From an optimization exercise on the open Yosys and OpenROAD flow, aimed at small area, a short achievable clock period and few clock cycles per item; shortcuts taken in it are not production practice. Where RTL was checked, it was by simulation tests only, not by an equivalence proof against the original. Power is estimated from default activity; no workload was simulated.

==> flow/design.v (excerpt) <==
module matvecmult(
    CLK,
    RST,
    vector_x,
    vector_b,
    vector_y,
    Q,
    A,
    finish
);
input               CLK;
input               RST;
input       [127:0] vector_x;
input       [127:0] vector_b;
output      [127:0] vector_y;
input       [127:0] Q;
output      [3:0]   A;
output              finish;
reg  [4:0] cnt;
reg        rs;
reg  [2:1] val;          
reg  [2:1] done;         
reg        fin;
reg  [7:0] y_r [0:15];
reg  [7:0] bsel;
integer    i;
reg        skip;                        
reg  [3:0] ar;                          
wire [3:0] a_w = {cnt[3:1], cnt[0] ^ skip} | {4{cnt[4]}};
wire [3:0] a_o;
mv_or2 ua0 (.a(ar[0]), .b(skip), .y(a_o[0]));
assign a_o[3:1] = ar[3:1];
wire       fetched = cnt[4];            
assign A = a_o;
assign finish = fin;
always @(posedge CLK) begin
    rs   <= RST;
    skip <= RST & ~rs;
    val  <= {val, ~RST & ~fetched & (a_w != 4'd0)};
end
always @(posedge CLK or posedge RST) begin
    if (RST) begin
        cnt  <= 5'd0;
        ar   <= 4'd0;
        done <= {2{1'b0}};
        fin  <= 1'b0;
    end else begin
        if (!fetched) begin
            cnt <= cnt + (skip ? 5'd2 : 5'd1);
            if (ar != 4'd15)
                ar <= {ar[3:1] + {2'b0, ar[0]}, ~ar[0]} + {3'b0, skip};
        end
        done <= {done, fetched};
        fin  <= done[1];
    end
end
always @(posedge CLK)
  ...
==> flow/config.mk <==
export PLATFORM = sky130hd
export DESIGN_NAME = matvecmult
export DESIGN_NICKNAME = matvecmult
export VERILOG_FILES = /design/flow/design.v
export SDC_FILE = /design/flow/constraint.sdc
export NUM_CORES = 4
export LEC_CHECK = 0
export CAP_MARGIN = 20
export CORE_MARGIN = 2
export CORE_UTILIZATION = 55
export PLACE_DENSITY = 0.7
export SLEW_MARGIN = 20
export SYNTH_HIERARCHICAL = 1
export SYNTH_MINIMUM_KEEP_SIZE = 0
==> flow/constraint.sdc <==
create_clock -name core_clock -period 10.0 [get_ports {CLK}]
set_input_delay 2.0000 -clock core_clock [delete_from_list [all_inputs] [get_ports {CLK}]]
set_output_delay 2.0000 -clock core_clock [all_outputs]
set_load 0.01 [all_outputs]
standard.sh (not shown) runs the stock make flow with config.mk's settings and CLKGATE_MAP_FILE= SYNTH_SCRIPT=/design/flow/synth_recipe.tcl, a recipe that flattens the netlist after the stock synthesis.
==> flow/flow/run.sh <==
#!/bin/bash
set -euo pipefail
export PRE_GLOBAL_PLACE_TCL="$PWD/flow/buffer_ports.tcl"
bash standard.sh > standard_make.log 2>&1
==> flow/flow/buffer_ports.tcl <==
# Port buffers: buf_2 on the inputs (they fan out to several gates), buf_1 on
# the outputs.  Replaces the single buffer_ports call of global_place.tcl.
rename buffer_ports my_orig_buffer_ports
proc buffer_ports {args} {
  my_orig_buffer_ports -inputs -buffer_cell sky130_fd_sc_hd__buf_2
  my_orig_buffer_ports -outputs -buffer_cell sky130_fd_sc_hd__buf_1
}
Testbench counts at the start, summed over its fixed seeds: cycles 43,200, items 2,400.
Rerun with:
--- a/flow/design.v
+++ b/flow/design.v
@@ -2064,13 +2064,13 @@
 mv_fa us1077 (.a(c1050), .b(c1052), .c(c1054), .s(s1077), .co(c1078));
 mv_fa us1079 (.a(c1056), .b(s1065), .c(s1067), .s(s1079), .co(c1080));
 mv_fa us1081 (.a(s1069), .b(s1071), .c(s1073), .s(s1081), .co(c1082));
 mv_fa us1083 (.a(s1075), .b(c1058), .c(c1060), .s(s1083), .co(c1084));
 mv_fa us1085 (.a(s1077), .b(s1079), .c(s1081), .s(s1085), .co(c1086));
 mv_fa us1087 (.a(c1062), .b(s1083), .c(s1085), .s(s1087), .co(c1088));
-mv_xnor2 us1089 (.a(c1064), .b(s1087), .s(s1089));
+mv_xor2 us1089 (.a(c1064), .b(s1087), .s(s1089));
 assign c1090 = c1064 | s1087;
 mv_fa us1091 (.a(k1_44), .b(k1_45), .c(k1_46), .s(s1091), .co(c1092));
 mv_fa us1093 (.a(k1_47), .b(k1_48), .c(k1_49), .s(s1093), .co(c1094));
 mv_fa us1095 (.a(k1_50), .b(k1_51), .c(k1_52), .s(s1095), .co(c1096));
 mv_fa us1097 (.a(k1_53), .b(k1_54), .c(k1_55), .s(s1097), .co(c1098));
 mv_fa us1099 (.a(k1_56), .b(k1_57), .c(k1_58), .s(s1099), .co(c1100));
@@ -2082,13 +2082,13 @@
 mv_fa us1111 (.a(s1097), .b(s1099), .c(s1101), .s(s1111), .co(c1112));
 mv_fa us1113 (.a(s1103), .b(c1078), .c(c1080), .s(s1113), .co(c1114));
 mv_fa us1115 (.a(c1082), .b(s1105), .c(s1107), .s(s1115), .co(c1116));
 mv_fa us1117 (.a(s1109), .b(s1111), .c(c1084), .s(s1117), .co(c1118));
 mv_fa us1119 (.a(c1086), .b(s1113), .c(s1115), .s(s1119), .co(c1120));
 mv_fa us1121 (.a(s1117), .b(c1088), .c(s1119), .s(s1121), .co(c1122));
-mv_xnor2 us1123 (.a(c1090), .b(s1121), .s(s1123));
+mv_xor2 us1123 (.a(c1090), .b(s1121), .s(s1123));
 assign c1124 = c1090 | s1121;
 mv_xnor2 us1125 (.a(k1_65), .b(k1_66), .s(s1125));
 mv_xnor2 us1126 (.a(k1_67), .b(k1_68), .s(s1126));
 mv_xnor2 us1127 (.a(k1_69), .b(k1_70), .s(s1127));
 mv_xnor2 us1128 (.a(k1_71), .b(k1_72), .s(s1128));
 mv_xnor2 us1129 (.a(k1_73), .b(k1_74), .s(s1129));
@@ -2121,13 +2121,13 @@
 mv_xnor2 us1156 (.a(c1116), .b(s1153), .s(s1156));
 mv_xnor2 us1157 (.a(s1154), .b(s1155), .s(s1157));
 mv_xnor2 us1158 (.a(s1156), .b(c1118), .s(s1158));
 mv_xnor2 us1159 (.a(c1120), .b(s1157), .s(s1159));
 mv_xnor2 us1160 (.a(s1158), .b(s1159), .s(s1160));
 mv_xnor2 us1161 (.a(c1122), .b(s1160), .s(s1161));
-mv_xnor2 us1162 (.a(c1124), .b(s1161), .s(s1162));
+mv_xor2 us1162 (.a(c1124), .b(s1161), .s(s1162));
 reg [86:0] cut1;
 wire k1_0 = cut1[0];
 wire k1_1 = cut1[1];
 wire k1_2 = cut1[2];
 wire k1_3 = cut1[3];
 wire k1_4 = cut1[4];
@@ -2215,13 +2215,13 @@
 wire k1_86 = cut1[86];
 always @(posedge CLK)
     cut1 <= {s1036, s1035, s1034, s1033, s1032, s1031, c881, c879, c877, c875, s1030, s1029, s1028, s1027, s1026, s1025, c873, c871, c869, c867, c865, c863, s880, s878, s876, s874, s872, s870, s868, s866, s864, s862, c753, c751, c749, s860, s858, c747, c745, c743, c741, c739, c737, s752, s750, s748, s746, s744, s742, s740, c649, c647, s738, s736, c645, c643, c641, c639, c637, s734, s732, s648, s646, s644, s642, s640, s638, c567, c565, s636, c563, c561, c559, s634, s566, s564, s562, s560, s558, c507, c505, s506, s504, c471, s502, s500, s470};
 reg b0_1;
 always @(posedge CLK)
     b0_1 <= bsel[0];
-wire [6:0] sum = ~{s1162, s1123, s1089, s1063, s1047, s1039, k1_0};
+wire [6:0] sum = {s1162, s1123, s1089, ~s1063, ~s1047, ~s1039, ~k1_0};
 always @(posedge CLK) begin
     if (val[2])
         for (i = 0; i < 15; i = i + 1)
             y_r[i] <= y_r[i + 1];
     y_r[15] <= {sum, b0_1};
 end
@@ -2237,9 +2237,12 @@
 module mv_add7(input [6:0] a, input [6:0] b, output [6:0] s);
 assign s = ~a + ~b;
 endmodule
 module mv_or2(input a, input b, output y);
 assign y = a | b;
 endmodule
+module mv_xor2(input a, input b, output s);
+assign s = a ^ b;
+endmodule
 module mv_xnor2(input a, input b, output s);
 assign s = ~(a ^ b);
 endmodule
=>
- power shrinks by 6.2%
- combinational power came out lower by 8.8%
- setup slack gets worse by 0.042 ns
- die area is about the same
- synthesized cell count is about the same
No functional check of the RTL was part of the second run of this note.

-- re-timing with driven ports --
Ports are ideal in the flow. The routed layouts listed here were re-timed in OpenROAD.
Step 1 (the two cells are an assumption about what drives the block):
set clk [get_ports {CLK}]
set_driving_cell -lib_cell sky130_fd_sc_hd__clkbuf_16 $clk
set_driving_cell -lib_cell sky130_fd_sc_hd__buf_2 [delete_from_list [all_inputs] $clk]
Step 2 times the ports against the registers' clock, not the clock port: input delays grow and output delays shrink by t, the midpoint of the rising clock arrivals with the driver on.
Three values: ideal ports, drivers, drivers and shift; two values: the first two.
run	t (ns)	setup WS [ns]	latest minus earliest clock arrival (ns)	worst slew at a driven data input, ns
the first run	0.585	6.448 / 6.477 / 5.893	0.018 / 0.019	0.11
the second run	0.577	6.406 / 6.434 / 5.858	0.010 / 0.009	0.12
After both steps every run listed still meets setup and hold. The setup slack of the first run, which loses most, moves by +0.029 ns with the drivers and by -0.555 ns with both steps.
